Context: an optimization exercise on an open-source flow, tuned for a short achievable clock period and few clock cycles. The choices shown serve that exercise and are no tape-out recipe. In this exercise RTL edits were held to simulation tests only and were not proved equivalent to the original. Power is estimated from default activity; no workload was simulated.

**flow/run.sh**
```bash
#!/bin/bash
# synth_recipe.tcl (not shown) runs the flow's synth.tcl, then flattens the netlist and writes it again
# the make line also repeats each setting of config.mk as NAME=value (left out here)
make -C /OpenROAD-flow-scripts/flow DESIGN_CONFIG=/design/flow/config.mk WORK_HOME=/design/flow/orfs CLKGATE_MAP_FILE= SYNTH_SCRIPT=/design/flow/synth_recipe.tcl finish
```
**flow/config.mk**
```make
export PLATFORM = sky130hd
export DESIGN_NAME = luu_core
export DESIGN_NICKNAME = luu_core
export VERILOG_FILES = /design/flow/design.v
export SDC_FILE = /design/flow/constraint.sdc
export NUM_CORES = 4
export LEC_CHECK = 0
export ABC_AREA = 1
export CAP_MARGIN = 20
export CORE_MARGIN = 2
export CORE_UTILIZATION = 40
export SETUP_SLACK_MARGIN = 4.5
export SLEW_MARGIN = 20
```
**flow/constraint.sdc**
```tcl
create_clock -name core_clock -period 7.0 [get_ports {clk}]
set_input_delay 1.4000 -clock core_clock [delete_from_list [all_inputs] [get_ports {clk}]]
set_output_delay 1.4000 -clock core_clock [all_outputs]
set_load 0.01 [all_outputs]
```
**flow/design.v**
```verilog
module luu_core(
	input wire        clk,
	input wire        rst,  
	output wire[31:0] imem_addr,  
	input wire[31:0]  imem_data,  
	output wire       dmem_en,  
	output wire       dmem_we,
	output wire[31:0] dmem_addr,
	output wire[31:0] dmem_wdata,
	input wire[31:0]  dmem_rdata  
);
	reg rst_q;
	always @(posedge clk) rst_q <= rst;
	reg [31:0] pc;
	reg [31:0] pc_n;           
	wire       redirect;       
	wire [31:0] redirect_pc;
	reg        pend;           
	reg [31:0] tgt_q;
	wire [31:0] fw = imem_data;
	wire [2:0]  f_op   = fw[2:0];
	wire [3:0]  f_func = fw[6:3];
	wire [4:0]  f_rs1  = fw[11:7];
	wire [4:0]  f_rs2  = fw[16:12];
	wire [31:0] f_sx20 = {{12{fw[31]}}, fw[31:12]};
	wire        f_rs1z = (f_rs1 == 5'd0);
	wire        f_isj  = (f_op == 3'b010) & ~f_func[0];
	wire        f_isb  = (f_op == 3'b011);
	wire        f_back = (fw[25:14] < pc[13:2]);
	wire        f_pred = f_rs1z & (f_isj | (f_isb & ((f_func == 4'b1111) |
	                      ((f_func != 4'b0000) & f_back))));
	wire [31:0] pc_plus4 = pc + 32'd4;
	wire        stall;          
	wire        hold_f = pend | redirect | stall;
	wire [31:0] seq_pc = pend ? tgt_q : redirect ? redirect_pc :
	                     stall ? pc : pc_plus4;
	wire [31:0] next_pc = (f_pred & ~hold_f) ? f_sx20 : seq_pc;
	always @(posedge clk) begin
		if (~rst) begin
			pc   <= 32'd0;
			pc_n <= 32'hFFFFFFFF;
		end else begin
			pc   <= next_pc;
			pc_n <= ~next_pc;
		end
	end
	assign imem_addr = ~pc_n;
	wire f_imm  = (f_op == 3'b000) & (f_func[1:0] == 2'b00);
	wire f_imls = (f_op == 3'b000) & (f_func[1:0] == 2'b01);
	wire f_addi = (f_op == 3'b000) & (f_func[1:0] == 2'b11);
	wire f_cal  = (f_op == 3'b001);
	wire f_link = (f_op == 3'b010) &  f_func[0];
	wire f_ld   = (f_op == 3'b100);
	wire f_st   = (f_op == 3'b101);
	wire [4:0] f_rdf = fw[21:17];
	wire f_wen = f_imm | f_imls | f_addi | f_cal | f_link | f_ld | (f_st & f_func[0]);
	wire [4:0] f_rd = (f_imm | f_imls | f_link | f_st) ? f_rs1 : f_addi ? f_rs2 : f_rdf;
	reg        d_valid;
	reg [31:0] d_ir;
	reg [31:0] d_pc;
	reg        d_pred;
	reg [31:1] d_oh1, d_oh2;            
	reg        d_a_pc, d_a_zero, d_b_reg, d_b_20, d_b_15, d_b_hi, d_sub;
	reg        d_s_oth;
	reg        d_s_sum, d_s_shr, d_s_shl, d_s_and, d_s_or, d_s_not, d_s_xor,
	           d_s_land, d_s_lor, d_s_lnot, d_s_def;
	reg        d_ld, d_st, d_j, d_b, d_wen, d_tfast;
	reg [4:0]  d_rd;
	integer j;
	always @(posedge clk) begin
		if (~rst)
			d_valid <= 1'b0;
		else if (redirect | pend)
			d_valid <= 1'b0;
		else if (~stall)
			d_valid <= 1'b1;
	end
	always @(posedge clk) if (~stall) begin
		d_ir   <= fw;
		d_pc   <= pc;
		d_pred <= f_pred;
		for (j = 1; j < 32; j = j + 1) begin
			d_oh1[j] <= (f_rs1 == j);
			d_oh2[j] <= (f_rs2 == j);
		end
		d_a_pc   <= f_link;
		d_a_zero <= f_imm | (f_op == 3'b000 & f_func[1:0] == 2'b10) | f_op[2] & f_op[1];
		d_b_reg  <= f_cal | f_ld;
		d_b_20   <= f_imm | (f_op == 3'b010) | f_isb;
		d_b_15   <= f_addi | f_st;
		d_b_hi   <= f_imls;
		d_sub    <= f_cal & (f_func == 4'b0001);
		d_s_sum  <= ~f_cal | (f_func == 4'b0000) | (f_func == 4'b0001);
		d_s_oth  <= f_cal & ~((f_func == 4'b0000) | (f_func == 4'b0001));
		d_s_shr  <= f_cal & ((f_func == 4'b0100) | (f_func == 4'b1001));
		d_s_shl  <= f_cal & (f_func == 4'b0101);
		d_s_and  <= f_cal & (f_func == 4'b0110);
		d_s_or   <= f_cal & (f_func == 4'b0111);
		d_s_not  <= f_cal & (f_func == 4'b1000);
		d_s_xor  <= f_cal & (f_func == 4'b1010);
		d_s_land <= f_cal & (f_func == 4'b1011);
		d_s_lor  <= f_cal & (f_func == 4'b1100);
		d_s_lnot <= f_cal & (f_func == 4'b1101);
		d_s_def  <= f_cal & ((f_func == 4'b0010) | (f_func == 4'b0011) |
		                     (f_func == 4'b1110) | (f_func == 4'b1111));
		d_ld     <= f_ld;
		d_st     <= f_st;
		d_j      <= f_isj;
		d_b      <= f_isb;
		d_wen    <= f_wen & (f_rd != 5'd0);
		d_rd     <= f_rd;
		d_tfast  <= f_rs1z | (fw[31:12] == 20'd0);   
	end
	wire [4:0]  rs1  = d_ir[11:7];
	wire [4:0]  rs2  = d_ir[16:12];
	wire [31:0] sx20 = {{12{d_ir[31]}}, d_ir[31:12]};
	wire [31:0] sx15 = {{17{d_ir[31]}}, d_ir[31:17]};
	wire [31:0] hi15 = {d_ir[31:17], 17'd0};
	reg [31:0] rf [1:31];
	reg        w_we;
	reg [4:0]  w_rd;
	reg [31:0] w_data;
	integer k;
	always @(posedge clk) begin
		if (~rst_q) begin
			for (k = 1; k < 32; k = k + 1) rf[k] <= 32'd0;
		end else if (w_we) begin
			rf[w_rd] <= w_data;
		end
	end
	reg [31:0] rf1, rf2;
	always @(*) begin
		rf1 = 32'd0;
		rf2 = 32'd0;
		for (k = 1; k < 32; k = k + 1) begin
			rf1 = rf1 | ({32{d_oh1[k]}} & rf[k]);
			rf2 = rf2 | ({32{d_oh2[k]}} & rf[k]);
		end
	end
	reg         e_valid, e_wen, e_ld;
	reg  [4:0]  e_rd;
	wire [31:0] res;
	wire        e_wr = e_valid & e_wen;      
	wire be1 = e_wr & (e_rd == rs1);
	wire be2 = e_wr & (e_rd == rs2);
	wire bw1 = w_we & (w_rd == rs1);
	wire bw2 = w_we & (w_rd == rs2);
	wire [31:0] r1_early = (be1 & e_ld) ? dmem_rdata : bw1 ? w_data : rf1;
	wire [31:0] r2_early = (be2 & e_ld) ? dmem_rdata : bw2 ? w_data : rf2;
	wire ba1 = be1 & ~e_ld;
	wire ba2 = be2 & ~e_ld;
	wire [31:0] r1 = ba1 ? sum : r1_early;
	wire [31:0] r2 = ba2 ? sum : r2_early;
	wire use1 = ~d_a_pc & ~d_a_zero;
	wire use2 = d_b_reg | d_st;
	wire hz1  = ba1 & use1 & (~e_s_sum | d_s_oth);
	wire hz2  = ba2 & use2 & (~e_s_sum | d_s_oth | d_sub);
	assign stall = d_valid & (hz1 | hz2);
	wire [31:0] a_other = d_a_pc ? d_pc : (d_a_zero ? 32'd0 : r1_early);
	wire        a_res   = ba1 & ~d_a_pc & ~d_a_zero;
	wire [31:0] d_a = a_res ? sum : a_other;
	wire [31:0] d_bimm = d_b_20 ? sx20 : d_b_15 ? sx15 : d_b_hi ? hi15 : 32'd0;
	wire [31:0] b_other = d_b_reg ? (r2_early ^ {32{d_sub}}) : d_bimm;
	wire        b_res   = ba2 & d_b_reg;
	wire [31:0] d_b_op  = b_res ? sum : b_other;
	reg [31:0] e_a, e_b, e_pc4;
	reg [31:0] e_sa, e_sb;                 
	reg [31:0] m_addr, m_wdata;
	reg        e_sub, e_j, e_b_, e_pred, e_tfast;
	reg [3:0]  e_cond;
	reg        e_men, e_mwe;
	reg        e_s_sum, e_s_shr, e_s_shl, e_s_and, e_s_or, e_s_not, e_s_xor,
	           e_s_land, e_s_lor, e_s_lnot, e_s_def;
	wire d_go = d_valid & ~redirect & ~pend & ~stall;
	always @(posedge clk) begin
		if (~rst) begin
			e_valid <= 1'b0;
			e_men   <= 1'b0;
			e_mwe   <= 1'b0;
		end else begin
			e_valid <= d_go;
			e_men   <= d_go & (d_ld | d_st);
			e_mwe   <= d_go & d_st;
		end
		e_a     <= d_a;
		e_b     <= d_b_op;
		if (d_s_oth) begin
			e_sa <= r1_early;
			e_sb <= r2_early;
		end
		m_addr  <= r1;
		m_wdata <= r2;
		e_pc4   <= d_pc + 32'd4;
		e_sub   <= d_sub;
		e_wen   <= d_wen;
		e_rd    <= d_rd;
		e_ld    <= d_ld;
		e_j     <= d_j;
		e_b_    <= d_b;
		e_tfast <= d_tfast;
		e_cond  <= d_ir[6:3];
		e_pred  <= d_pred;
		e_s_sum <= d_s_sum; e_s_shr <= d_s_shr; e_s_shl <= d_s_shl; e_s_and <= d_s_and;
		e_s_or <= d_s_or; e_s_not <= d_s_not; e_s_xor <= d_s_xor; e_s_land <= d_s_land;
		e_s_lor <= d_s_lor; e_s_lnot <= d_s_lnot; e_s_def <= d_s_def;
	end
	wire [33:0] sum34 = {1'b0, e_a, 1'b1} + {1'b0, e_b, e_sub};
	wire [31:0] sum   = sum34[32:1];
	wire        cout  = sum34[33];
	wire        big = |e_sb[31:5];
	wire [31:0] shr = big ? 32'd0 : (e_sa >> e_sb[4:0]);
	wire [31:0] shl = big ? 32'd0 : (e_sa << e_sb[4:0]);
	wire a_nz = |e_sa;
	wire b_nz = |e_sb;
	wire [31:0] other =
		({32{e_s_shr}}  & shr) |
		({32{e_s_shl}}  & shl) |
		({32{e_s_and}}  & (e_sa & e_sb)) |
		({32{e_s_or}}   & (e_sa | e_sb)) |
		({32{e_s_not}}  & ~e_sa) |
		({32{e_s_xor}}  & (e_sa ^ e_sb)) |
		{31'd0, e_s_land & a_nz & b_nz} |
		{31'd0, e_s_lor & (a_nz | b_nz)} |
		{31'd0, e_s_lnot & ~a_nz} |
		{e_s_def, 31'd0};
	assign res = e_s_sum ? sum : other;
	wire bz_sub  = &e_b;                               
	wire bp31    = e_sub ? (e_b[31] ^ (&e_b[30:0])) : e_b[31];
	wire c_now   = cout & ~(e_sub & bz_sub);
	wire v_now   = (e_a[31] == bp31) & (res[31] != e_a[31]);
	reg [31:0] fr;
	reg        fc, fv;
	wire fN = fr[31];
	wire fZ = (fr == 32'd0);
	wire fC = fc;
	wire fV = fv;
	reg cond_ok;
	always @(*) begin
		case (e_cond)
			4'b0000: cond_ok = 1'b0;
			4'b0001: cond_ok = ~fZ;
			4'b0010: cond_ok = fC;
			4'b0011: cond_ok = ~fC;
			4'b0100: cond_ok = fN;
			4'b0101: cond_ok = ~fN;
			4'b0110: cond_ok = fV;
			4'b0111: cond_ok = ~fV;
			4'b1000: cond_ok = fC & ~fZ;
			4'b1001: cond_ok = ~(fC & ~fZ);
			4'b1010: cond_ok = (fN == fV);
			4'b1011: cond_ok = (fN != fV);
			4'b1100: cond_ok = ~fZ & (fN == fV);
			4'b1101: cond_ok = fZ | (fN != fV);
			4'b1110: cond_ok = fZ;
			default: cond_ok = 1'b1;
		endcase
	end
	wire taken = e_j | (e_b_ & cond_ok);
	wire slow = taken & ~e_tfast;
	assign redirect = e_valid & (taken != e_pred);
	assign redirect_pc = ~taken ? e_pc4 : (e_a | e_b);
	always @(posedge clk) begin
		if (~rst)
			pend <= 1'b0;
		else
			pend <= e_valid & slow & ~pend;
		tgt_q <= sum;
	end
	always @(posedge clk) begin
		if (~rst) begin
			fr <= 32'd0;
			fc <= 1'b0;
			fv <= 1'b0;
		end else if (e_valid) begin
			fr <= taken ? 32'd0 : res;
			fc <= ~taken & c_now;
			fv <= ~taken & v_now;
		end
	end
	always @(posedge clk) begin
		if (~rst)
			w_we <= 1'b0;
		else
			w_we <= e_wr;
		w_rd   <= e_rd;
		w_data <= e_ld ? dmem_rdata : res;
	end
	assign dmem_en    = e_men;
	assign dmem_we    = e_mwe;
	assign dmem_addr  = m_addr;
	assign dmem_wdata = m_wdata;
endmodule
```
==> results of run 1 <==
-- layer usage --
metal  GRT usage  vias to the layer above
li1            -                    32745
met1      0.4974                    40437
met2      0.6117                     9107
met3      0.2236                     3273
met4      0.3994                       53
met5     0.01847                        -
-- placed cells by master (no fill, tap or decap), types with 137 or more instances in the layout --
cell type / instances
a21oi_1: 162
a22o_1: 160
buf_12: 172
buf_4: 480
buf_6: 256
clkbuf_16: 204
dfxtp_1: 238
edfxtp_1: 1210
inv_1: 550
nand2_1: 2142
nand2_2: 225
nand3_1: 188
nand4_1: 292
nor2_1: 1315
o21ai_1: 137
-- per-stage QoR --
step / hold WS, ns / total power (uW) / setup WS (ns) / cell area [um^2]
floorplan: 0.3233 / 12570 / 3.542 / 79360
global placement: 0.3288 / 14410 / 1.786 / 84010
detailed placement: 0.3296 / 14430 / 1.860 / 84080
CTS: 0.3442 / 24320 / 4.184 / 101300
global route: 0.3463 / 25750 / 3.883 / 109100
finish: 0.3449 / 25470 / 3.974 / 109200
-- critical path: cells and delay by family, from the launching register on --
family | cells | cell delay (ns)
DFF | 1 | 0.44
and+or+nand+nor | 3 | 0.44
AOI/OAI and AO/OA | 3 | 1.62
buffers and inverters | 1 | 0.27
-- worst max-delay path by stage --
stage                   from   endpoint  slack, ns  depth (start not counted)
2_1_floorplan        d_s_oth     d_a_pc       3.54                          3
3_5_place_dp   imem_data[21]     pc[19]       1.86                         13
6_report           d_oh1[27]  m_addr[1]       3.97                          7
5_1_grt                   fv     pc[19]       3.88                         16
4_1_cts             d_ir[14]   pc_n[30]       4.18                         18
3_3_place_gp   imem_data[15]     pc[19]       1.79                         15
-- cell families after synthesis --
group | after synthesis | synth area share
AOI/OAI and AO/OA | 1309 | 0.1083
xor gates and xnor gates | 100 | 0.01107
adders and majority gates | 143 | 0.02272
buffers and inverters | 1250 | 0.06049
DFF | 1571 | 0.5507
muxes | 21 | 0.002657
and+or+nand+nor | 4741 | 0.2440
-- timing repair --
item,CTS,global route
buffers inserted,410,259
pin swaps,377,583
setup endpoints to repair,1692,1017
resized for setup,2200,1247
endpoints found under the hold margin,0,0
gates cloned,67,32
-- power groups by stage --
stage | Clock [uW] | Combinational, uW | Sequential [uW]
after floorplan | 0 | 1590 | 11000
after global placement | 0 | 3270 | 11100
after detailed placement | 0 | 3290 | 11100
after CTS | 9210 | 4150 | 11000
after global routing | 9620 | 5090 | 11000
final | 9350 | 5100 | 11000
-- final cells by class --
| type | count | area [um^2] | share of cell area |
|---|---|---|---|
| multi-input cells | 6330 | 39480 | 0.3616 |
| diodes | 28 | 70.07 | 0.0006418 |
| well taps | 2640 | 3303 | 0.03026 |
| repair buffers | 1159 | 14250 | 0.1305 |
| flip-flops and latches | 1571 | 43780 | 0.4010 |
| repair inverters | 6 | 82.58 | 0.0007564 |
| clock buffers | 232 | 4741 | 0.04342 |
| inverters | 672 | 2680 | 0.02455 |
| clock inverters | 78 | 792.0 | 0.007254 |
==> summary.txt, run 1 <==
area grow syn2layout 38.03%; most common cell in the netlist nand2_1; worst path cell trace buf_8, a221oi_2, nand4_1, o41ai_4, a21oi_4, nand2_1, nand2_2; initial antenna violation count 31; Final #Nets 10,120; area leader, netlist edfxtp_1; post-route insts no fill 12,716; max reg flops 992; status complete, no violations; Unique masters post-synth 61; drt total wl 480.5 mm; grt ovf 0; fill cell count 17,042; H-tree levels 4; latest clock arrival within the worst-skew pair 0.92 ns; clock-pin slew on the worst setup and hold paths 0.07 ns; first-pass GRT wire length 620.8 mm; hold-fix buffers at CTS 0; GRT Total Usage 0.4437; Pwr per Cell Area 233.3 nW/um^2; vias 85,615; Initial Util 0.4015; Hold Crit Depth 0; synthesized area per cell 8.659 um^2; chip width 448.7 um; met1 WL 150.3 mm; CP peak stage delay 0.98 ns; Sink Count 1,571; CP Class register to register; Hold Path Class register to register; vias in the first global route 75,706; Crit Path Max Fanout 32; CTS root buf clkbuf_16; FF-to-FF End m_addr[1]; ratio of cells with drive above 1 in the final layout 0.2887; Synth async-reset ratio 0; Ys Warns 1; CTS tree built; critical path's slowest cell o41ai_4; ys flop type edfxtp_1; I/O Pins 164; via density per instance 6.733; crit path time final 3.026 ns; Leak 0.04391 uW; Slew HR 0.1760; 1st-pass router iterations 13; Longest Clk Path Bufs 3; Final Skew 0.08319 ns; DRT antenna net count 0; largest net degree at the start of global routing 65; internal power 17,340 uW; gp weighted congestion 1.038; Final Setup Violations 0; Placeable Area 197,000 um^2; RSZ-0062 raised after global routing true; Clock Power Share 0.367; reg-to-reg setup timing slack 3.97 ns; sequential share of power 0.433; Mapped Area 79,100 um^2; FMAX 0.3305 GHz; top layer reached by signal wires met5; CTS buffer count 171; synthesized flop and latch total 1,571; reg2reg start d_oh1[27]; Synth top cells by count nand2_1 (2,517), nor2_1 (1,460), edfxtp_1 (1,210); Layout Utilization 0.5542; worst r2r path cells 7; Fin. Hold Viols 0; port bufs 163; Biggest register rf; crit path DAT 3.76 ns; Max Slew Vio Count 0; sequential fraction of the synthesis area 0.5507; Critical Path RT 7.73 ns; switching share of power 0.3195; metal2 WL 187.0 mm; Setup crit start kind register; drt initial violations 17,852; EDFF count, synth 1,210; Syn Nets 9,344; Final period util 0.4322; dominant cells by area after synthesis edfxtp_1 (46%), nand2_1 (12%), dfxtp_1 (9.1%); Synth top area share 0.4594; Post-Synthesis Cells 9,135; DRC 0; Die Y 448.7 um; sw power 8139 uW; Crit. End Element register; DIE AREA 201,300 um^2; Comb pwr share 0.200; Hold Crit Endpoint e_wen; max-cap viol count 0; Final HPWL DP 269.3 mm; met3 WL post-DR 82.57 mm; FP Rows 163; hold path start d_wen; worst vdd ir 0.3025 mV; TNS Setup 0 ns; WL/cell 37.79 um; DP Cell Count 11,606; Slew @ Worst Pin 1.236 ns
Testbench counts, summed over its fixed seeds: cycles 78,760.
==> inputs of run 2 (changes only) <==
--- a/flow/design.v
+++ b/flow/design.v
@@ -27,17 +27,29 @@
 	wire        f_isj  = (f_op == 3'b010) & ~f_func[0];
 	wire        f_isb  = (f_op == 3'b011);
-	wire        f_back = (fw[25:14] < pc[13:2]);
+	wire        f_back = (fw[21:14] < pc[9:2]);
 	wire        f_pred = f_rs1z & (f_isj | (f_isb & ((f_func == 4'b1111) |
 	                      ((f_func != 4'b0000) & f_back))));
 	wire [31:0] pc_plus4 = pc + 32'd4;
 	wire        stall;          
-	wire        hold_f = pend | redirect | stall;
-	wire [31:0] seq_pc = pend ? tgt_q : redirect ? redirect_pc :
-	                     stall ? pc : pc_plus4;
-	wire [31:0] next_pc = (f_pred & ~hold_f) ? f_sx20 : seq_pc;
+	wire        d_redirect;     
+	wire [31:0] d_target;
+	wire        e_red  = pend | redirect;
+	wire [31:0] base_pc = e_red ? (pend ? tgt_q : redirect_pc) :
+	                      stall ? pc : pc_plus4;
+	wire        use_f  = f_pred & ~e_red & ~stall;
+	wire        use_d  = d_redirect & ~e_red;
+	wire [31:0] next_pc = use_d ? d_target : use_f ? f_sx20 : base_pc;
+	reg  rst_qq;
+	always @(posedge clk) rst_qq <= rst_q;
+	wire capt = ~rst_q & rst_qq & (pc == 32'd0);
 	always @(posedge clk) begin
 		if (~rst) begin
-			pc   <= 32'd0;
-			pc_n <= 32'hFFFFFFFF;
+			if (capt) begin
+				pc   <= next_pc;
+				pc_n <= ~next_pc;
+			end else begin
+				pc   <= 32'd0;
+				pc_n <= 32'hFFFFFFFF;
+			end
 		end else begin
 			pc   <= next_pc;
@@ -65,11 +77,15 @@
 	reg        d_s_sum, d_s_shr, d_s_shl, d_s_and, d_s_or, d_s_not, d_s_xor,
 	           d_s_land, d_s_lor, d_s_lnot, d_s_def;
-	reg        d_ld, d_st, d_j, d_b, d_wen, d_tfast;
+	reg        d_ld, d_st, d_j, d_b, d_b0, d_jr, d_link, d_wen, d_tfast;
 	reg [4:0]  d_rd;
 	integer j;
 	always @(posedge clk) begin
-		if (~rst)
-			d_valid <= 1'b0;
-		else if (redirect | pend)
+		if (~rst) begin
+			if (capt)
+				d_valid <= 1'b1;
+			else
+				d_valid <= 1'b0;
+		end
+		else if (redirect | pend | d_redirect)
 			d_valid <= 1'b0;
 		else if (~stall)
@@ -80,8 +96,4 @@
 		d_pc   <= pc;
 		d_pred <= f_pred;
-		for (j = 1; j < 32; j = j + 1) begin
-			d_oh1[j] <= (f_rs1 == j);
-			d_oh2[j] <= (f_rs2 == j);
-		end
 		d_a_pc   <= f_link;
 		d_a_zero <= f_imm | (f_op == 3'b000 & f_func[1:0] == 2'b10) | f_op[2] & f_op[1];
@@ -108,4 +120,7 @@
 		d_j      <= f_isj;
 		d_b      <= f_isb;
+		d_b0     <= f_isb & f_rs1z;
+		d_jr     <= f_isj & ~f_rs1z & (fw[31:12] == 20'd0);
+		d_link   <= f_link;
 		d_wen    <= f_wen & (f_rd != 5'd0);
 		d_rd     <= f_rd;
@@ -129,25 +144,46 @@
 		end
 	end
-	reg [31:0] rf1, rf2;
-	always @(*) begin
-		rf1 = 32'd0;
-		rf2 = 32'd0;
-		for (k = 1; k < 32; k = k + 1) begin
-			rf1 = rf1 | ({32{d_oh1[k]}} & rf[k]);
-			rf2 = rf2 | ({32{d_oh2[k]}} & rf[k]);
+	wire [32*32-1:0] t1, t2;
+	assign t1[31:0] = 32'd0;
+	assign t2[31:0] = 32'd0;
+	genvar g;
+	generate
+		for (g = 1; g < 32; g = g + 1) begin : rd_and
+			assign t1[g*32 +: 32] = {32{d_oh1[g]}} & rf[g];
+			assign t2[g*32 +: 32] = {32{d_oh2[g]}} & rf[g];
 		end
-	end
+	endgenerate
+	wire [31:0] rf1, rf2;
+	or_tree32 ort1(.in(t1), .out(rf1));
+	or_tree32 ort2(.in(t2), .out(rf2));
 	reg         e_valid, e_wen, e_ld;
 	reg  [4:0]  e_rd;
 	wire [31:0] res;
 	wire        e_wr = e_valid & e_wen;      
-	wire be1 = e_wr & (e_rd == rs1);
-	wire be2 = e_wr & (e_rd == rs2);
-	wire bw1 = w_we & (w_rd == rs1);
-	wire bw2 = w_we & (w_rd == rs2);
-	wire [31:0] r1_early = (be1 & e_ld) ? dmem_rdata : bw1 ? w_data : rf1;
-	wire [31:0] r2_early = (be2 & e_ld) ? dmem_rdata : bw2 ? w_data : rf2;
-	wire ba1 = be1 & ~e_ld;
-	wire ba2 = be2 & ~e_ld;
+	always @(posedge clk) begin
+		for (j = 1; j < 32; j = j + 1) begin
+			d_oh1[j] <= stall ? (rs1 == j) : (f_rs1 == j);
+			d_oh2[j] <= stall ? (rs2 == j) : (f_rs2 == j);
+		end
+	end
+	reg  d_me1, d_me2, d_mw1, d_mw2;
+	always @(posedge clk) begin
+		d_me1 <= (d_rd == f_rs1);
+		d_me2 <= (d_rd == f_rs2);
+		d_mw1 <= stall ? (e_rd == rs1) : (e_rd == f_rs1);
+		d_mw2 <= stall ? (e_rd == rs2) : (e_rd == f_rs2);
+	end
+	wire be1 = e_wr & d_me1;
+	wire be2 = e_wr & d_me2;
+	wire bw1 = w_we & d_mw1;
+	wire bw2 = w_we & d_mw2;
+	reg  [31:0] e_lv;
+	reg         e_link;
+	wire [31:0] bv1 = be1 ? (e_ld ? dmem_rdata : e_lv) : w_data;
+	wire [31:0] bv2 = be2 ? (e_ld ? dmem_rdata : e_lv) : w_data;
+	wire [31:0] r1_early = (be1 | bw1) ? bv1 : rf1;
+	wire [31:0] r2_early = (be2 | bw2) ? bv2 : rf2;
+	wire ba1 = be1 & ~e_ld & ~e_link;
+	wire ba2 = be2 & ~e_ld & ~e_link;
 	wire [31:0] r1 = ba1 ? sum : r1_early;
 	wire [31:0] r2 = ba2 ? sum : r2_early;
@@ -157,4 +193,5 @@
 	wire hz2  = ba2 & use2 & (~e_s_sum | d_s_oth | d_sub);
 	assign stall = d_valid & (hz1 | hz2);
+	wire [31:0] d_pc4 = d_pc + 32'd4;
 	wire [31:0] a_other = d_a_pc ? d_pc : (d_a_zero ? 32'd0 : r1_early);
 	wire        a_res   = ba1 & ~d_a_pc & ~d_a_zero;
@@ -173,4 +210,42 @@
 	           e_s_land, e_s_lor, e_s_lnot, e_s_def;
 	wire d_go = d_valid & ~redirect & ~pend & ~stall;
+	wire [3:0] d_cond = d_ir[6:3];
+	wire       zfast;
+	wire       e_taken;
+	wire       fZ_r, fN_r, fC_r, fV_r;
+	function cond_eval(input [3:0] c, input n, input z, input cf, input v);
+		case (c)
+			4'b0000: cond_eval = 1'b0;
+			4'b0001: cond_eval = ~z;
+			4'b0010: cond_eval = cf;
+			4'b0011: cond_eval = ~cf;
+			4'b0100: cond_eval = n;
+			4'b0101: cond_eval = ~n;
+			4'b0110: cond_eval = v;
+			4'b0111: cond_eval = ~v;
+			4'b1000: cond_eval = cf & ~z;
+			4'b1001: cond_eval = ~(cf & ~z);
+			4'b1010: cond_eval = (n == v);
+			4'b1011: cond_eval = (n != v);
+			4'b1100: cond_eval = ~z & (n == v);
+			4'b1101: cond_eval = z | (n != v);
+			4'b1110: cond_eval = z;
+			default: cond_eval = 1'b1;
+		endcase
+	endfunction
+	wire d_zonly   = (d_cond == 4'b0001) | (d_cond == 4'b1110);
+	wire d_t_reg   = cond_eval(d_cond, fN_r, fZ_r, fC_r, fV_r);
+	wire d_t_fix   = cond_eval(d_cond, 1'b0, 1'b1, 1'b0, 1'b0);
+	wire d_t_z     = (d_cond == 4'b0001) ? ~zfast : zfast;
+	wire d_bv      = d_valid & d_b0;
+	wire en_r      = d_bv & ~e_valid;
+	wire en_f      = d_bv & e_valid & e_taken;
+	wire en_z      = d_bv & e_valid & ~e_taken & e_s_sum & d_zonly;
+	wire k_z       = (d_cond == 4'b0001) ^ d_pred;
+	wire en_jr     = d_valid & d_jr & (be1 ? e_link : bw1);
+	assign d_redirect = (en_r & (d_t_reg ^ d_pred)) | (en_f & (d_t_fix ^ d_pred)) |
+	                    (en_z & (zfast ^ k_z)) | en_jr;
+	assign d_target   = d_jr ? (be1 ? e_lv : w_data) : d_pred ? d_pc4 : sx20;
+	wire e_pred_n = en_jr | (en_r ? d_t_reg : en_f ? d_t_fix : en_z ? d_t_z : d_pred);
 	always @(posedge clk) begin
 		if (~rst) begin
@@ -191,5 +266,7 @@
 		m_addr  <= r1;
 		m_wdata <= r2;
-		e_pc4   <= d_pc + 32'd4;
+		e_lv    <= d_pc + sx20;
+		e_link  <= d_link;
+		e_pc4   <= d_pc4;
 		e_sub   <= d_sub;
 		e_wen   <= d_wen;
@@ -200,5 +277,5 @@
 		e_tfast <= d_tfast;
 		e_cond  <= d_ir[6:3];
-		e_pred  <= d_pred;
+		e_pred  <= e_pred_n;
 		e_s_sum <= d_s_sum; e_s_shr <= d_s_shr; e_s_shl <= d_s_shl; e_s_and <= d_s_and;
 		e_s_or <= d_s_or; e_s_not <= d_s_not; e_s_xor <= d_s_xor; e_s_land <= d_s_land;
@@ -214,14 +291,9 @@
 	wire b_nz = |e_sb;
 	wire [31:0] other =
-		({32{e_s_shr}}  & shr) |
-		({32{e_s_shl}}  & shl) |
-		({32{e_s_and}}  & (e_sa & e_sb)) |
-		({32{e_s_or}}   & (e_sa | e_sb)) |
-		({32{e_s_not}}  & ~e_sa) |
-		({32{e_s_xor}}  & (e_sa ^ e_sb)) |
-		{31'd0, e_s_land & a_nz & b_nz} |
-		{31'd0, e_s_lor & (a_nz | b_nz)} |
-		{31'd0, e_s_lnot & ~a_nz} |
-		{e_s_def, 31'd0};
+		((({32{e_s_shr}}  & shr) | ({32{e_s_shl}}  & shl)) |
+		 (({32{e_s_and}}  & (e_sa & e_sb)) | ({32{e_s_or}}   & (e_sa | e_sb)))) |
+		((({32{e_s_not}}  & ~e_sa) | ({32{e_s_xor}}  & (e_sa ^ e_sb))) |
+		 ({31'd0, (e_s_land & a_nz & b_nz) | (e_s_lor & (a_nz | b_nz)) | (e_s_lnot & ~a_nz)} |
+		  {e_s_def, 31'd0}));
 	assign res = e_s_sum ? sum : other;
 	wire bz_sub  = &e_b;                               
@@ -235,4 +307,10 @@
 	wire fC = fc;
 	wire fV = fv;
+	assign fN_r = fN;
+	assign fZ_r = fZ;
+	assign fC_r = fC;
+	assign fV_r = fV;
+	wire [31:0] zc = {e_a[30:0] | e_b[30:0], e_sub};
+	assign zfast = ~|(e_a ^ e_b ^ zc);
 	reg cond_ok;
 	always @(*) begin
@@ -257,4 +335,5 @@
 	end
 	wire taken = e_j | (e_b_ & cond_ok);
+	assign e_taken = taken;
 	wire slow = taken & ~e_tfast;
 	assign redirect = e_valid & (taken != e_pred);
@@ -291,2 +370,27 @@
 	assign dmem_wdata = m_wdata;
 endmodule
+module or_tree32(
+	input wire [32*32-1:0] in,
+	output wire [31:0]     out
+);
+	wire [16*32-1:0] l1;
+	wire [8*32-1:0]  l2;
+	wire [4*32-1:0]  l3;
+	wire [2*32-1:0]  l4;
+	genvar i;
+	generate
+		for (i = 0; i < 16; i = i + 1) begin : a1
+			assign l1[i*32 +: 32] = in[(2*i)*32 +: 32] | in[(2*i+1)*32 +: 32];
+		end
+		for (i = 0; i < 8; i = i + 1) begin : a2
+			assign l2[i*32 +: 32] = l1[(2*i)*32 +: 32] | l1[(2*i+1)*32 +: 32];
+		end
+		for (i = 0; i < 4; i = i + 1) begin : a3
+			assign l3[i*32 +: 32] = l2[(2*i)*32 +: 32] | l2[(2*i+1)*32 +: 32];
+		end
+		for (i = 0; i < 2; i = i + 1) begin : a4
+			assign l4[i*32 +: 32] = l3[(2*i)*32 +: 32] | l3[(2*i+1)*32 +: 32];
+		end
+	endgenerate
+	assign out = l4[31:0] | l4[63:32];
+endmodule
==> summary.txt, run 2 <==
metal2 WL 203.3 mm; synthesized area per cell 8.544 um^2; Final HPWL DP 308.9 mm; worst vdd ir 0.2966 mV; via density per instance 6.603; crit path DAT 4.02 ns; ys flop type edfxtp_1; Setup crit start kind register; CTS root buf clkbuf_16; dominant cells by area after synthesis edfxtp_1 (42%), dfxtp_1 (11%), nand2_1 (10%); WL/cell 37.52 um; fill cell count 17,407; drt total wl 508.8 mm; Slew @ Worst Pin 1.190 ns; Unique masters post-synth 69; sw power 9267 uW; Critical Path RT 7.78 ns; Placeable Area 205,000 um^2; RSZ-0062 raised after global routing true; Final Skew 0.09392 ns; status complete, no violations; vias in the first global route 81,287; simple-gate share of the synthesized area 0.2153; post-synthesis xor/xnor area fraction 0.01294; port bufs 163; final worst slack 3.759 ns; clock-pin slew on the worst setup and hold paths 0.07 ns; Mapped Area 82,590 um^2; Final period util 0.4630; Comb pwr share 0.230; mux cell area share after synthesis 0.002197; most frequent cells in the layout nand2_1 (1,858), nor2_1 (1,256), edfxtp_1 (1,151), inv_1 (769), buf_4 (663); synthesized flop and latch total 1,612; GRT Total Usage 0.4603; DP Worst Slack 2.007 ns; gp weighted congestion 1.103; Synth Area in Adders 0.02654; Initial Util 0.4029; CTS tree built; most common cell in the netlist nand2_1; Sink Count 1,612; Crit. End Element register; vias 89,540; grt ovf 0; met3 WL post-DR 80.60 mm; FP Rows 166; TNS Setup 0 ns; worst setup path end e_a[16]; CTS buffer count 182; Synth top cells by count nand2_1 (2,271), nor2_1 (1,374), edfxtp_1 (1,151); initial antenna violation count 43; EDFF count, synth 1,151; Biggest register rf; DRC 0; drt initial violations 16,932; area leader, netlist edfxtp_1; Crit Path Max Fanout 5; FMAX 0.3085 GHz; Post-Synthesis Cells 9,666; met1 WL 162.3 mm; latest clock arrival within the worst-skew pair 0.93 ns; Pwr per Cell Area 236.1 nW/um^2; DRT antenna net count 0; sequential share of power 0.410; Finished Cell Area 117,000 um^2; area grow syn2layout 41.62%; sequential fraction of the synthesis area 0.5303; H-tree levels 4; I/O Pins 164; chip width 458.4 um; reg-to-reg setup timing slack 3.76 ns; DP Area 87,760 um^2; compound-cell area share of the yosys netlist 0.1421; CP Class register to register; commonest non-fill, non-tap cell in the layout nand2_1; switching share of power 0.3356; Hold Crit Depth 0; top layer reached by signal wires met5; crit path time final 3.241 ns; max reg flops 992; Final Setup Violations 0; largest net degree at the start of global routing 74; Layout Utilization 0.5706; internal power 18,340 uW; FF-to-FF End e_a[16]; Final #Nets 10,917; reg2reg start d_oh1[26]; Slew HR 0.2069; Clock Power Share 0.359; CP startpoint d_oh1[26]; Longest Clk Path Bufs 3; Max Slew Vio Count 0; Hold Path Class register to register; worst r2r path cells 13; Synth top area share 0.4185; main combinational cell family by area after synthesis simple AND/OR/NAND/NOR gates; 1st-pass router iterations 17; ratio of cells with drive above 1 in the final layout 0.3203; Leak 0.04770 uW; Die Y 458.4 um; hold-fix buffers at CTS 0; first-pass GRT wire length 668.4 mm; Syn Nets 9,906; max-cap viol count 0; DIE AREA 210,100 um^2; Fin. Hold Viols 0; Synth async-reset ratio 0; total power 27,610 uW; Ys Warns 1
run 2: changes by cell type after synthesis, sizes merged, moves of 71 or more:
cell,before,now
inv,661,913
nand2,2520,2281
o21ai,413,594
o22ai,24,201
nand4,293,183
a21oi,289,392
dfxtp,361,461
nor2,1476,1380
a22o,160,89
run 2: routing by layer:
layer  up-vias  global-route usage
li1      35264                   -
met1     42412              0.5190
met2      8888              0.6489
met3      2942              0.2087
met4        34              0.4150
met5         -             0.01240
run 2: layout make-up:
class	count	area, um^2	area share
Tap cell	2688	3363	0.02875
Timing Repair inverter	4	52.55	0.0004493
Inverter	934	3864	0.03303
Antenna cell	41	102.6	0.0008772
Clock inverter	96	937.1	0.008012
Timing Repair Buffer	1398	16030	0.1371
Clock buffer	242	5100	0.04360
Sequential cell	1612	44120	0.3772
Multi-Input combinational cell	6545	43390	0.3710
run 2: what timing repair did:
action,in CTS,in global routing
cloned,59,16
endpoints found under the setup margin,1510,1075
pin swaps,525,597
buffers inserted,618,281
resized for setup,2743,1219
run 2: power by group through the flow:
stage / clock network [uW] / registers [uW] / logic [uW]
floorplan: 0 / 11200 / 2010
global placement: 0 / 11500 / 4130
detailed placement: 0 / 11500 / 4130
CTS: 9820 / 11300 / 5340
global route: 10200 / 11300 / 6360
finish: 9930 / 11300 / 6360
run 2: logic make-up after synthesis:
group	after synthesis
adder cells (fa/ha/maj)	174
AO/OA/AOI/OAI	1847
flip-flops	1612
XOR/XNOR	122
multiplexers	18
AND/OR/NAND/NOR	4365
buffers and inverters	1528
run 2: metrics by stage:
step | instances | hold WS (ns)
final | 13560 | 0.3411
after floorplan | 9666 | 0.3233
after global routing | 13540 | 0.3460
after detailed placement | 12206 | 0.3310
after CTS | 13221 | 0.3403
after global placement | 12205 | 0.3245
run 2: critical path: stages, from the launching register on:
cell and delay, ns:
dfxtp_4 0.42, buf_12 0.17, buf_4 0.13, buf_8 0.12, buf_6 0.12, a22o_1 0.22, a21oi_2 0.10, nand4_1 0.55
o41ai_4 0.65, nand3_2 0.25, nand2_2 0.16, o21ai_4 0.10, nand2_1 0.07, nand2_1 0.06
run 2: worst min-delay path by stage:
stage,startpoint,endpoint
after floorplan,d_b,e_b_
after global placement,d_tfast,e_tfast
after detailed placement,d_s_and,e_s_and
after CTS,d_tfast,e_tfast
after global routing,d_s_and,e_s_and
final,d_s_and,e_s_and
Testbench counts of run 2, summed over its fixed seeds: cycles 76,468.
==> inputs of run 3 (changes only) <==
--- a/flow/config.mk
+++ b/flow/config.mk
@@ -7,7 +7,7 @@
 export LEC_CHECK = 0
 export ABC_AREA = 1
-export CAP_MARGIN = 20
+export CAP_MARGIN = 40
 export CORE_MARGIN = 2
 export CORE_UTILIZATION = 40
 export SETUP_SLACK_MARGIN = 4.5
-export SLEW_MARGIN = 20
+export SLEW_MARGIN = 40
==> summary.txt, run 3 <==
reg2reg start e_a[3]; hold-fix buffers at CTS 0; drt initial violations 16,195; Slew @ Worst Pin 1.039 ns; drt total wl 506.8 mm; DIE AREA 210,100 um^2; Hold Crit Endpoint e_s_and; Crit Path Max Fanout 7; Synth top cells by count nand2_1 (2,271), nor2_1 (1,374), edfxtp_1 (1,151); EDFF count, synth 1,151; sw power 9278 uW; 1st-pass router iterations 10; Sink Count 1,612; Max Slew Vio Count 0; worst r2r path cells 20; CP peak stage delay 0.33 ns; ys flop type edfxtp_1; synthesized area per cell 8.544 um^2; Die Y 458.4 um; Synth top area share 0.4185; DRC 0; Comb pwr share 0.228; area grow syn2layout 40.72%; vias 89,199; GRT Total Usage 0.4612; hold path start d_s_and; crit path time final 3.124 ns; Hold Crit Depth 0; most common cell in the netlist nand2_1; Clock Power Share 0.359; H-tree levels 4; area leader, netlist edfxtp_1; commonest non-fill, non-tap cell in the layout nand2_1; Setup crit start kind register; via density per instance 6.602; Longest Clk Path Bufs 3; Biggest register rf; Mapped Area 82,590 um^2; Final #Nets 10,861; switching share of power 0.3381; sequential share of power 0.413; Synth async-reset ratio 0; Slew HR 0.3049; post-route insts no fill 13,511; met2 usage 0.6552; met3 global-route usage 0.2050; Critical Path RT 7.77 ns; most frequent cells in the layout nand2_1 (1,868), nor2_1 (1,264), edfxtp_1 (1,151), inv_1 (786), buf_4 (589); worst vdd ir 0.2156 mV; busiest grt layer met2; Final Skew 0.06457 ns; CTS buffer count 182; Hold Path Class register to register; I/O Pins 164; crit path buf inv count 4; Pwr per Cell Area 236.1 nW/um^2; WL/cell 37.51 um; Leak 0.04733 uW; Final Setup Violations 0; final worst slack 3.876 ns; latest clock arrival within the worst-skew pair 0.92 ns; Placeable Area 205,000 um^2; Final period util 0.4463; TNS Setup 0 ns; DP Cell Count 12,210; internal power 18,160 uW; DRT antenna net count 0; port bufs 163; dominant cells by area after synthesis edfxtp_1 (42%), dfxtp_1 (11%), nand2_1 (10%); FP Rows 166; ratio of cells with drive above 1 in the final layout 0.3114; clock-pin slew on the worst setup and hold paths 0.07 ns; Initial Util 0.4029; reg-to-reg setup timing slack 3.88 ns; CTS tree built; CTS root buf clkbuf_16; Unique masters post-synth 69; Post-Synthesis Cells 9,666; Crit. End Element register; Syn Nets 9,906; DP Worst Slack 1.959 ns; crit path DAT 3.89 ns; CP Class register to register; chip width 458.4 um; CP most frequent cell nand2_2; RSZ-0062 raised after global routing true; initial antenna violation count 40; FMAX 0.3201 GHz; sequential fraction of the synthesis area 0.5303; critical path's slowest cell dfxtp_2; Fin. Hold Viols 0; Ys Warns 1; first-pass GRT wire length 670.5 mm; routing usage on met1 0.5189; largest net degree at the start of global routing 74; vias in the first global route 81,304; Final HPWL DP 308.9 mm; synthesized flop and latch total 1,612; FF-to-FF End pc_n[27]; top cell family by delay on the critical path simple AND/OR/NAND/NOR gates; max reg flops 992; status complete, no violations; gp weighted congestion 1.103; worst path cell trace inv_1, ha_4, inv_1, nand2_1, nand4_1, nor2_1, nand2_2, nor2_4, nand2_2, xor2_1, nand4_1, nand2_2, nor2_4, buf_12, nor2_8, buf_12, nor2_4, nand2_2, nand2_1, nand2_1; grt ovf 0; max-cap viol count 0
## run 3: cell count changes in the layout (fill, tap and decap cells not counted), sizes merged, moves of 2 or more
cell	before	now
buf	1315	1262
inv	895	902
diode	41	47
clkbuf	261	246
clkinvlp	33	35
bufbuf	11	13
## run 3: logic make-up (layout without fill, tap and decap cells)
logic type               after synthesis  after routing  share of synthesized area
flip-flops                          1612           1612                     0.5303
AND/OR/NAND/NOR                     4365           4384                     0.2153
adder cells (fa/ha/maj)              174            174                    0.02654
AO/OA/AOI/OAI                       1847           1847                     0.1421
other                                  0             47                          0
XOR/XNOR                             122            122                    0.01294
multiplexers                          18             18                   0.002197
buffers and inverters               1528           2619                    0.07072
## run 3: through the flow
| step | total power [uW] | hold WS [ns] | area, um^2 | util |
|---|---|---|---|---|
| final | 27440 | 0.3429 | 116200 | 0.5669 |
| after global placement | 15580 | 0.3245 | 87740 | 0.4280 |
| after detailed placement | 15610 | 0.3310 | 87890 | 0.4287 |
| after floorplan | 13250 | 0.3233 | 82930 | - |
| after CTS | 26330 | 0.3471 | 109300 | 0.5331 |
| after global routing | 27730 | 0.3470 | 116200 | 0.5666 |
## run 3: layout make-up
cell class	count	area (um^2)
clock buffer	234	4893
timing repair buffer	1341	15600
multi-input combinational	6545	43100
tap	2688	3363
antenna	47	117.6
clock inverter	105	1074
timing repair inverter	5	77.57
inverter	934	3879
sequential	1612	44110
fill	17570	88780
## run 3: how the worst max path moves through the flow
stage          depth (start not counted)       end           from  slack (ns)
6_report                              20  pc_n[27]         e_a[3]        3.88
5_1_grt                               20  pc_n[27]         e_a[3]        3.83
4_1_cts                               10    e_a[9]      d_oh1[26]        4.11
3_5_place_dp                          19  pc_n[21]         fr[31]        1.96
3_3_place_gp                          19     pc[0]  imem_data[15]        2.03
2_1_floorplan                         14   d_t_fix        d_s_oth        3.51
## run 3: what timing repair did
| item | in CTS | in global routing |
|---|---|---|
| cloned | 68 | 7 |
| setup buffers | 591 | 246 |
| gates resized for setup | 2730 | 1110 |
| pin swaps | 506 | 549 |
| endpoints found under the setup margin | 1440 | 1063 |
## run 3: power groups by stage
stage          registers, uW  clock network, uW  logic (uW)
5_1_grt                11300              10100        6270
4_1_cts                11300               9750        5330
3_3_place_gp           11500                  0        4130
2_1_floorplan          11200                  0        2010
3_5_place_dp           11500                  0        4150
6_report               11300               9860        6260
## run 3: per-layer routing
layer | share of wire | vias up
met5 | 0.0010 | -
met4 | 0.12 | 26
met3 | 0.16 | 2842
met2 | 0.40 | 8544
met1 | 0.32 | 42582
li1 | - | 35205

static timing again, ports no longer ideal:
The results above use ideal ports. As a check the final layouts listed here were re-extracted and re-timed, cells and wires unchanged.
Step 1 assumes that a clkbuf_16 drives the clock port and a buf_2 every other input.
Step 2 adds t to the input delays and takes it off the output delays; t is the mean of the earliest and latest rising clock arrival at the registers after step 1. Input paths then give back, and output paths get back, about the clock's delay inside the block.
Slacks: ideal / step 1 / step 2; pairs: ideal / step 1.
run | t (ns) | slack for setup (ns) | worst hold slack (ns) | latest minus earliest clock arrival (ns) | worst slew at a driven data input, ns
run 1 | 0.970 | 3.974 / 3.974 / 3.216 | 0.345 / 0.345 / 0.345 | 0.085 / 0.085 | 0.09
run 2 | 0.983 | 3.759 / 3.759 / 3.213 | 0.341 / 0.341 / 0.341 | 0.097 / 0.098 | 0.09
run 3 | 0.983 | 3.876 / 3.876 / 3.228 | 0.343 / 0.343 / 0.343 | 0.067 / 0.067 | 0.10
After both steps every run listed still meets setup and hold. The setup slack of run 1, which loses most, moves by 0.000 ns with the drivers and by -0.758 ns with both steps.
